Source: an optimization exercise on an open RTL-to-GDS flow (aim: small area and a short achievable clock period). Production flows keep margins and buffers that such runs may drop.
No functional check of the RTL was part of any run shown here.
Power figures rest on the tool's default switching activity, not on a simulated workload.

==> flow/design.v (outline; a module is shown in full before it is edited, if it fits) <==
// module rdy_gate: 6 lines
// module nor2c: 3 lines
// module rdy_t2: 3 lines
// module and2c: 3 lines
// module nor3m: 3 lines
// module ao_en: 3 lines
// module perceptron_ctrl: 33 lines
// module perceptron_dp: 1105 lines
// module booth_enc: 4 lines
// module ao22m: 3 lines
// module mux2m: 3 lines
// module oa22m: 3 lines
// module invm: 3 lines
// module oai22m: 3 lines
// module nor2m: 3 lines
// module or2m: 3 lines
// module xor2m: 3 lines
// module xnor2m: 3 lines
// module fa: 4 lines
// module ha: 4 lines
// module perceptron_top: 44 lines
module perceptron_top #(
    parameter WIDTH = 16
  ) (
    input clk,
    input reset,
    input      val_i,
    output     rdy_o,
    output     val_o,
    input      rdy_i,
    input  [1:0] W1W0b_en_i,
    input        b_i,
    input        W0_i,
    input        W1_i,
    input signed [WIDTH-1:0] X0_i,
    input signed [WIDTH-1:0] X1_i,
    output     Y_o
);
  // ...
==> flow/flow/run.sh <==
#!/bin/bash
# The standard layout (standard.sh: unchanged synthesis and steps), with
#  - the port buffers made of a plain buffer cell instead of the delay buffer
#    that buffer_ports picks by default, and
#  - setup repair limited to resizing gates and swapping pins (no buffer
#    insertion or gate cloning).
# ORFS keeps each step's full log under orfs/logs/; make's own output goes to
# make.log here.
set -euo pipefail
bash standard.sh BUFFER_PORTS_ARGS="-buffer_cell sky130_fd_sc_hd__buf_1" \
  SETUP_MOVE_SEQUENCE="unbuffer,sizeup,swap" finish > make.log 2>&1
==> flow/standard.sh <==
#!/bin/bash
# synth_recipe.tcl (not shown) runs the flow's synth.tcl, then flattens the netlist and writes it again
# the make line also repeats each setting of config.mk as NAME=value (left out here)
make -C /OpenROAD-flow-scripts/flow DESIGN_CONFIG=/design/flow/config.mk WORK_HOME=/design/flow/orfs CLKGATE_MAP_FILE= SYNTH_SCRIPT=/design/flow/synth_recipe.tcl "${@:-finish}"
==> flow/config.mk <==
export PLATFORM = sky130hd
export DESIGN_NAME = perceptron_top
export DESIGN_NICKNAME = perceptron_top
export VERILOG_FILES = /design/flow/design.v
export SDC_FILE = /design/flow/constraint.sdc
export NUM_CORES = 4
export LEC_CHECK = 0
export CAP_MARGIN = 20
export CORE_MARGIN = 2
export CORE_UTILIZATION = 55
export CTS_BUF_LIST = sky130_fd_sc_hd__clkbuf_8
export SETUP_SLACK_MARGIN = 4.6
export SLEW_MARGIN = 20
export SYNTH_HIERARCHICAL = 1
export SYNTH_MINIMUM_KEEP_SIZE = 0
==> flow/constraint.sdc <==
create_clock -name core_clock -period 9.0 [get_ports {clk}]
set_input_delay 1.8000 -clock core_clock [delete_from_list [all_inputs] [get_ports {clk}]]
set_output_delay 1.8000 -clock core_clock [all_outputs]
set_load 0.01 [all_outputs]
==> out/metrics.yaml, run 1 <==
status:
  outcome: "no timing/DRC/antenna violations"
cts:
  post_cts.resized_instances: 52
  cts_num_sinks: 127
  postCtsSetupRepairBufs: 0
layout:
  post-route-cell-area_sq_mm: 0.0151
  commonest_cells_after_routing_fill_and_taps_aside: "o22ai_1 (259), xor2_1 (256), fa_1 (240)"
  antennaDiodeCount: 0
  regArea_sq_mm: 0.00263
  inverters_excl_clock: 9
global_route:
  grt_usage: 0.343
  met1_usage: 0.459
  grt.overflow.total: 0
  grt_start_max_net_pins: 51
critical_path:
  reg2reg_depth: 11
  critical_path_maximum_fanout: 11
  max_stage_delay_ps: 610
  worst-path-buf-inv: 1
power_and_ir_drop:
  sw_frac: 0.481
  pwr-share-seq: 0.154
floorplan:
  nWellTaps: 324
  die_h_microns: 162
  design.core.area_sq_mm: 0.0245
  start_util: 0.563
timing:
  final_worst_path_period_share: 0.487
  clock_skew_ps: 26.4
  timing.final.max_slew_violations: 0
  final_hold_viol_count: 0
yosys:
  synth-simple-area-share: 0.0376
  synth_top_area_share: 0.349
drt:
  top_layer: "met4"
  wire_per_inst_microns: 26.2
  starting_drc_count_in_detailed_routing: 1389
  drt.antenna.violating_nets: 0
run:
  max_cap_violations: 0
place:
  placed_cells: 1614
  finalWeightedCongestion: 0.941
==> run 2: changes to the inputs <==
--- a/flow/design.v
+++ b/flow/design.v
@@ -196,22 +196,22 @@
 wire c1045, s1046, c1047, s1048, c1049, s1050, c1051, s1052, c1053, s1054, c1055, s1056;
 wire c1057, s1058, c1059, s1060, c1061, s1062, c1063, s1064, c1065, s1066, c1067, s1068;
 wire c1069, s1070, c1071, s1072, c1073, s1074, c1075, s1076, c1077, s1078, c1079, s1080;
 wire c1081, s1082, c1083, s1084, c1085, s1086, c1087, s1088, c1089, g1090, q1091, g1092;
 wire q1093, G1094, g1095, q1096, G1097, g1098, q1099, G1100, g1101, q1102, G1103, g1104;
 wire q1105, g1106, q1107, G1108, P1109, g1110, q1111, G1112, g1113, q1114, G1115, P1116;
 wire g1117, q1118, G1119, g1120, q1121, G1122, g1123, q1124, G1125, P1126, g1127, q1128;
 wire G1129, g1130, q1131, G1132, P1133, g1134, q1135, g1136, q1137, G1138, P1139, g1140;
-wire q1141, G1142, g1143, q1144, G1145, P1146, g1147, q1148, g1149, q1150, G1151, P1152;
-wire g1153, q1154, g1155, q1156, G1157, P1158, g1159, q1160, g1161, q1162, G1163, P1164;
-wire g1165, q1166, g1167, q1168, g1169, q1170, g1171, q1172, g1173, q1174, g1175, q1176;
-wire g1177, q1178, g1179, q1180, G1181, G1182, P1183, G1184, P1185, G1186, P1187, G1188;
-wire P1189, G1190, P1191, G1192, P1193, G1194, G1195, P1196, G1197, P1198, G1199, G1200;
-wire P1201, G1202;
+wire q1141, G1142, g1143, q1144, g1145, q1146, g1147, q1148, g1149, q1150, g1151, q1152;
+wire g1153, q1154, g1155, q1156, g1157, q1158, g1159, q1160, g1161, q1162, g1163, q1164;
+wire g1165, q1166, g1167, q1168, g1169, q1170, g1171, q1172, G1173, P1174, G1175, G1176;
+wire P1177, G1178, P1179, G1180, P1181, G1182, P1183, G1184, P1185, G1186, P1187, G1188;
+wire P1189, G1190, G1191, P1192, G1193, P1194, G1195, P1196, G1197, G1198, P1199, G1200;
+wire G1201;
 nor2m u_sel1 (.a(wn0[0]), .b(onen0[0]), .y(sel1));
 xor2m u_p2 (.a(sel1), .b(neg0[0]), .y(p2));
 oai22m u_sel3 (.a(wn0[1]), .b(onen0[0]), .c(wn0[0]), .d(twon0[0]), .y(sel3));
 xor2m u_p4 (.a(sel3), .b(neg0[0]), .y(p4));
 oai22m u_sel5 (.a(wn0[2]), .b(onen0[0]), .c(wn0[1]), .d(twon0[0]), .y(sel5));
 xor2m u_p6 (.a(sel5), .b(neg0[0]), .y(p6));
 oai22m u_sel7 (.a(wn0[3]), .b(onen0[0]), .c(wn0[2]), .d(twon0[0]), .y(sel7));
 xor2m u_p8 (.a(sel7), .b(neg0[0]), .y(p8));
@@ -1081,97 +1081,91 @@
 assign q1135 = c1041 | s1052;
 assign g1136 = c1053 & s1064;
 assign q1137 = c1053 | s1064;
 assign G1138 = g1136 | (q1137 & g1134);
 assign P1139 = q1137 & q1135;
 assign g1140 = s662 & s664;
 assign q1141 = s662 | s664;
 assign G1142 = g1140 | (q1141 & G1129);
-assign g1143 = c1025 & s1040;
-assign q1144 = c1025 | s1040;
-assign G1145 = G1138 | (P1139 & g1143);
-assign P1146 = P1139 & q1144;
-assign g1147 = c665 & s688;
-assign q1148 = c665 | s688;
-assign g1149 = c689 & s712;
-assign q1150 = c689 | s712;
-assign G1151 = g1149 | (q1150 & g1147);
-assign P1152 = q1150 & q1148;
-assign g1153 = c989 & s1008;
-assign q1154 = c989 | s1008;
-assign g1155 = c1009 & s1024;
-assign q1156 = c1009 | s1024;
-assign G1157 = g1155 | (q1156 & g1153);
-assign P1158 = q1156 & q1154;
-assign g1159 = c713 & s740;
-assign q1160 = c713 | s740;
-assign g1161 = c741 & s768;
-assign q1162 = c741 | s768;
-assign G1163 = g1161 | (q1162 & g1159);
-assign P1164 = q1162 & q1160;
-reg [26:0] cs;
-reg eg_q, y_hold;
+reg [34:0] cs;
+wire [34:0] cs_new = {P1133, G1132, P1139, G1138, s1040, c1025, s1024, c1009, s1008, c989, s988, c969, s968, c945, s944, c921, s920, c893, s892, c865, s864, c833, s832, c801, s800, c769, s768, c741, s740, c713, s712, c689, s688, c665, G1142};
+wire [34:0] cs_d;
+wire eg_hold = ~en_egress;
+ao22m u_hcs [34:0] (.a(cs_new), .b(en_egress), .c(cs), .d(eg_hold), .y(cs_d));
 always @ (posedge clk)
-begin
-  cs     <= {P1133, G1132, P1146, G1145, P1158, G1157, s988, c969, s968, c945, s944, c921, s920, c893, s892, c865, s864, c833, s832, c801, s800, c769, P1164, G1163, P1152, G1151, G1142};
-  eg_q   <= en_egress;
-  y_hold <= Y_o;
-end
-assign g1165 = cs[5] & cs[6];
-assign q1166 = cs[5] | cs[6];
-assign g1167 = cs[7] & cs[8];
-assign q1168 = cs[7] | cs[8];
-assign g1169 = cs[9] & cs[10];
-assign q1170 = cs[9] | cs[10];
-assign g1171 = cs[11] & cs[12];
-assign q1172 = cs[11] | cs[12];
-assign g1173 = cs[13] & cs[14];
-assign q1174 = cs[13] | cs[14];
-assign g1175 = cs[15] & cs[16];
-assign q1176 = cs[15] | cs[16];
-assign g1177 = cs[17] & cs[18];
-assign q1178 = cs[17] | cs[18];
-assign g1179 = cs[19] & cs[20];
-assign q1180 = cs[19] | cs[20];
-assign G1181 = cs[1] | (cs[2] & cs[0]);
-assign G1182 = cs[23] | (cs[24] & cs[21]);
-assign P1183 = cs[24] & cs[22];
-assign G1184 = g1165 | (q1166 & cs[3]);
-assign P1185 = q1166 & cs[4];
-assign G1186 = g1169 | (q1170 & g1167);
-assign P1187 = q1170 & q1168;
-assign G1188 = g1173 | (q1174 & g1171);
-assign P1189 = q1174 & q1172;
-assign G1190 = g1177 | (q1178 & g1175);
-assign P1191 = q1178 & q1176;
-assign G1192 = G1182 | (P1183 & g1179);
-assign P1193 = P1183 & q1180;
-assign G1194 = G1184 | (P1185 & G1181);
+  cs <= cs_d;
+assign g1143 = cs[1] & cs[2];
+assign q1144 = cs[1] | cs[2];
+assign g1145 = cs[3] & cs[4];
+assign q1146 = cs[3] | cs[4];
+assign g1147 = cs[5] & cs[6];
+assign q1148 = cs[5] | cs[6];
+assign g1149 = cs[7] & cs[8];
+assign q1150 = cs[7] | cs[8];
+assign g1151 = cs[9] & cs[10];
+assign q1152 = cs[9] | cs[10];
+assign g1153 = cs[11] & cs[12];
+assign q1154 = cs[11] | cs[12];
+assign g1155 = cs[13] & cs[14];
+assign q1156 = cs[13] | cs[14];
+assign g1157 = cs[15] & cs[16];
+assign q1158 = cs[15] | cs[16];
+assign g1159 = cs[17] & cs[18];
+assign q1160 = cs[17] | cs[18];
+assign g1161 = cs[19] & cs[20];
+assign q1162 = cs[19] | cs[20];
+assign g1163 = cs[21] & cs[22];
+assign q1164 = cs[21] | cs[22];
+assign g1165 = cs[23] & cs[24];
+assign q1166 = cs[23] | cs[24];
+assign g1167 = cs[25] & cs[26];
+assign q1168 = cs[25] | cs[26];
+assign g1169 = cs[27] & cs[28];
+assign q1170 = cs[27] | cs[28];
+assign g1171 = cs[29] & cs[30];
+assign q1172 = cs[29] | cs[30];
+assign G1173 = cs[33] | (cs[34] & cs[31]);
+assign P1174 = cs[34] & cs[32];
+assign G1175 = g1143 | (q1144 & cs[0]);
+assign G1176 = g1147 | (q1148 & g1145);
+assign P1177 = q1148 & q1146;
+assign G1178 = g1151 | (q1152 & g1149);
+assign P1179 = q1152 & q1150;
+assign G1180 = g1155 | (q1156 & g1153);
+assign P1181 = q1156 & q1154;
+assign G1182 = g1159 | (q1160 & g1157);
+assign P1183 = q1160 & q1158;
+assign G1184 = g1163 | (q1164 & g1161);
+assign P1185 = q1164 & q1162;
+assign G1186 = g1167 | (q1168 & g1165);
+assign P1187 = q1168 & q1166;
+assign G1188 = g1171 | (q1172 & g1169);
+assign P1189 = q1172 & q1170;
+assign G1190 = G1176 | (P1177 & G1175);
+assign G1191 = G1180 | (P1181 & G1178);
+assign P1192 = P1181 & P1179;
+assign G1193 = G1184 | (P1185 & G1182);
+assign P1194 = P1185 & P1183;
 assign G1195 = G1188 | (P1189 & G1186);
 assign P1196 = P1189 & P1187;
-assign G1197 = G1192 | (P1193 & G1190);
-assign P1198 = P1193 & P1191;
-assign G1199 = G1195 | (P1196 & G1194);
-assign G1200 = cs[25] | (cs[26] & G1197);
-assign P1201 = cs[26] & P1198;
-assign G1202 = G1200 | (P1201 & G1199);
-wire y_new = ~(1'b1 ^ G1202);
-mux2m u_ysel (.a(y_new), .b(y_hold), .s(eg_q), .y(Y_o));
+assign G1197 = G1191 | (P1192 & G1190);
+assign G1198 = G1195 | (P1196 & G1193);
+assign P1199 = P1196 & P1194;
+assign G1200 = G1198 | (P1199 & G1197);
+assign G1201 = G1173 | (P1174 & G1200);
+assign Y_o = ~(1'b1 ^ G1201);
 endmodule
 module booth_enc (input xh, input xm, input xl, output onen, output twon);
   assign onen = ~(xm ^ xl);
   assign twon = ~((xh ^ xm) & ~(xm ^ xl));
 endmodule
 module ao22m (input a, input b, input c, input d, output y);
   assign y = (a & b) | (c & d);
 endmodule
-module mux2m (input a, input b, input s, output y);
-  assign y = s ? a : b;
-endmodule
 module oa22m (input a, input b, input c, input d, output y);
   assign y = (a | b) & (c | d);
 endmodule
 module invm (input a, output y);
   assign y = ~a;
 endmodule
 module oai22m (input a, input b, input c, input d, output y);
   assign y = ~((a | b) & (c | d));
==> run 2 against run 1 <==
Still clean on timing, DRC and antenna. Combinational power increased by 15%. Routed wire length increased by 3.4%. Maximum frequency increased by 1.1%. Sequential share of layout area is 0.51 points higher. Sequential power up 5%. Flip-flop and latch count increased by 6. Critical path depth fell by 1. Count of clock-buffer cells in the layout did not move. Worst hold slack gained 11 ps.
==> out/metrics.yaml, run 2 <==
power_and_ir_drop:
  clkPwrFrac: 0.081
  power.switching_mw: 3.09
  power.static_leakage_nw: 6.85
  sw_frac: 0.423  # -0.0574
  pwr_density_cell_mw_per_mm2: 462
  pwr-share-seq: 0.143  # -0.011
  cellInternalPower_mw: 4.21
  worst_ir_drop_vdd_uv: 490
  comb_power_share: 0.776
layout:
  filler_cell_count: 2127
  commonest_cells_after_routing_fill_and_taps_aside: "o22ai_1 (260), xor2_1 (255), fa_1 (236)"
  antennaDiodeCount: 0  # unchanged
  multi_input_comb_area_sq_mm: 0.0115
  fin_nets: 1663
  drive_gt1_frac: 0.116
  largest-register: "dp.cs"
  largest_reg_flops: 35
  layout-area-overhead-vs-synth_pct: 11.5
  final_common_cell: "o22ai_1"
  regArea_sq_mm: 0.00283  # +7.7%
  layout_utilization: 0.625
cts:
  tritoncts: "yes"
  cts.htree.levels: 4
  clock_latency_on_the_worst_skew_pair_ps: 470
  cts-root-buf: "clkbuf_8"
  cts_bufs_inserted: 17
  cts_num_sinks: 133  # +4.7%
  path_clk_slew_ps: 100
  cts_buffer_depth: 2
place:
  finalWeightedCongestion: 0.950  # +1.0%
  pre_cts_ws_ps: 4340
  dp_hpwl_mm: 32.2
  placement.io_buffers: 43
worst_hold_path:
  hold_path_startpoint: "dp.wn1[1]$_DFF_P_"
  hold_end: "dp.wn1[1]$_DFF_P_"
  worst_hold_path_type: "register to register"
  worst_hold_path_cell_count: 1
timing:
  timing_worst_slew_pin_value_ps: 988
  final_worst_path_period_share: 0.482  # -0.00532
  max_freq_ghz: 0.231
  setup_repair_after_global_routing_missed_its_margin: "no"
  min_period_ps: 4340
  tns_ps: 0
  clock_skew_ps: 20.7  # -5.70 ps
  final_hold_viol_count: 0  # unchanged
  timing.final.max_slew_violations: 0  # unchanged
  timing.slew.headroom: 0.339
  setup_viol: 0
  postLayoutSetupSlackWorst_ps: 4660
yosys:
  synth-async-reset-ratio: 0
  synth-seq-cells: 133
  synth_seq_area_share: 0.188
  synth_top_cell_by_area: "fa_1"
  avgSynthCellArea_sq_um: 11.3
  synth.cells.most_frequent: "o22ai_1 (260), xor2_1 (256), fa_1 (240), dfxtp_1 (133), a22o_1 (100)"
  synth.most_common_cell: "o22ai_1"
  synth.cell_area_sq_mm: 0.0142
  yosysUniqueCellTypes: 42
  synthCells: 1251
  synth_top_flop_cell: "dfxtp_1"
  synth_area_leaders: "fa_1 (34%), dfxtp_1 (19%), xor2_1 (16%)"
  synth.yosys.warnings: 8
  synth_edf_count: 0
  synth_top_area_share: 0.339  # -0.00971
drt:
  wire_per_inst_microns: 26.2  # about the same
  detailedRoute.firstPassIterationCount: 6
  starting_drc_count_in_detailed_routing: 1294  # -6.8%
  dr_total_vias: 11500
  wirelength_mm: 44.7
  vias_per_cell: 6.74
  drt.antenna.violating_nets: 0  # unchanged
  drt_drc: 0
critical_path:
  register_to_register_setup_slack_ps: 4660
  reg2reg_depth: 10  # -1
  end_kind: "register"
  data_required_time_of_the_critical_path_ps: 9370
  cp_data_arrival_time_ps: 4710
  timing.setup.critical_path_class: "register to register"
  crit_path_start_kind: "register"
  critical_path_maximum_fanout: 18  # +7
  r2r-start: "dp.wn0[4]$_DFF_P_"
  crit-reg2reg-capture: "dp.cs[12]$_DFF_P_"
global_route:
  grt_start_max_net_pins: 50  # -2.0%
  grt.overflow.total: 0  # unchanged
  grt_antenna_before_repair: 0
  grt_usage: 0.344  # +0.00117
  grt_pass1_wl_mm: 69.2
  first_global_vias: 11700
floorplan:
  start_util: 0.561  # -0.00204
  die_h_microns: 164  # +1.4%
  die-width_microns: 164
  design.core.area_sq_mm: 0.0253  # +3.2%
  ios: 44
  fp.dieArea_sq_mm: 0.0270
  fp-row-count: 58
status:
  outcome: "no timing/DRC/antenna violations"
run:
  max_cap_violations: 0  # unchanged
==> run 2: cell count changes after synthesis, sizes merged, moves of 3 or more <==
cell and delta:
a22o +36, a21oi -6, dfxtp +6, o21ai +5, nand2 -4, a22oi +3
nor3 +3
==> run 2: kinds of logic after synthesis <==
logic type                 Yosys count  share of synthesized area
adders and majority gates          265                      0.361
and+or+nand+nor                     88                     0.0340
xor gates and xnor gates           297                      0.184
buffers and inverters               11                    0.00292
AOI/OAI and AO/OA                  455                      0.229
muxes                                1                   0.000707
other                                1                   0.000265
DFF                                133                      0.188
==> run 2: cell type report <==
class | instances | share of cell area
multi-input cells | 1112 | 0.729
flip-flops and latches | 133 | 0.179
repair buffers | 84 | 0.0353
well taps | 330 | 0.0261
clock buffers | 17 | 0.0148
clock inverters | 15 | 0.0130
inverters | 11 | 0.00261
==> run 2: critical path: stages, from the launching register on <==
cell     delay, ps
dfxtp_2        600
o22ai_1        180
xor2_1         190
fa_1           450
fa_1           460
fa_1           470
fa_1           390
fa_1           450
fa_1           390
fa_1           430
a22o_1         230
==> run 2: stage by stage <==
step	hold WS, ps	cell area [sq um]	power, mW	cells
after detailed placement	452	15100	6.81	1670
after CTS	474	15600	7.41	1702
after global placement	445	15100	6.63	1669
after global routing	485	15800	8.14	1702
after floorplan	436	14200	5.45	1256
final	470	15800	7.29	1702
==> run 2: power by group through the flow <==
stage	Combinational [mW]	Sequential, mW	Clock [mW]
floorplan	4.39	1.06	0
global placement	5.60	1.04	0
detailed placement	5.77	1.04	0
CTS	5.77	1.03	0.601
global route	6.46	1.06	0.622
finish	5.66	1.04	0.589
==> run 2: per-module statistics from Yosys, one instance, submodules excluded, excerpt <==
| module | cell area, sq um | times used |
|---|---|---|
| perceptron_dp | 3130 | 1 |
| perceptron_ctrl | 92.6 | 1 |
| ao_en | 11.3 | 1 |
| xnor2m | 8.76 | 25 |
| ao22m | 8.76 | 99 |
| oa22m | 8.76 | 32 |
| and2c | 6.26 | 1 |
| or2m | 6.26 | 9 |
| oai22m | 6.26 | 256 |
| nor2m | 3.75 | 16 |
==> run 2: layer usage <==
| layer | vias to the layer above | GRT usage | wire length [microns] |
|---|---|---|---|
| met5 | - | 0 | 0 |
| met4 | 0 | 0.155 | 2300 |
| met3 | 130 | 0.0635 | 3860 |
| met2 | 657 | 0.557 | 21200 |
| met1 | 5738 | 0.453 | 17300 |
| li1 | 4952 | - | - |
==> run 2: worst max-delay path by stage <==
stage                   startpoint  cells after the start  slack, ps                 to
4_1_cts         dp.neg1[6]$_DFF_P_                     10       4550  dp.cs[16]$_DFF_P_
2_1_floorplan   dp.neg0[3]$_DFF_P_                      9       4650  dp.cs[20]$_DFF_P_
3_5_place_dp   dp.onen0[0]$_DFF_P_                     10       4340  dp.cs[16]$_DFF_P_
6_report         dp.wn0[4]$_DFF_P_                     10       4660  dp.cs[12]$_DFF_P_
5_1_grt          dp.wn0[4]$_DFF_P_                     10       4610  dp.cs[12]$_DFF_P_
3_3_place_gp   dp.onen0[0]$_DFF_P_                     10       4330  dp.cs[16]$_DFF_P_
==> run 2: repair_timing <==
action,in CTS,in global routing
hold buffers,0,0
buffers inserted,0,0
pin swaps,0,2
endpoints found under the hold margin,0,0
setup endpoints to repair,17,11
resized for setup,53,65

separate check: timing with driven ports:
Ports are ideal in the flow. The routed layouts listed here were re-timed in OpenROAD.
Step 1 (the two cells are an assumption about what drives the block):
set clk [get_ports {clk}]
set_driving_cell -lib_cell sky130_fd_sc_hd__clkbuf_16 $clk
set_driving_cell -lib_cell sky130_fd_sc_hd__buf_2 [delete_from_list [all_inputs] $clk]
Step 2 times the ports against the registers' clock, not the clock port: input delays grow and output delays shrink by t, the midpoint of the rising clock arrivals with the driver on.
Slacks: no drivers / after step 1 / after step 2; pairs: no drivers / after step 1.
run	t (ns)	setup WS [ns]	worst register clock-pin slew, ns
run 1	0.530	4.614 / 4.614 / 4.614	0.11 / 0.11
run 2	0.514	4.662 / 4.662 / 4.662	0.11 / 0.11
After both steps every run listed still meets setup and hold.
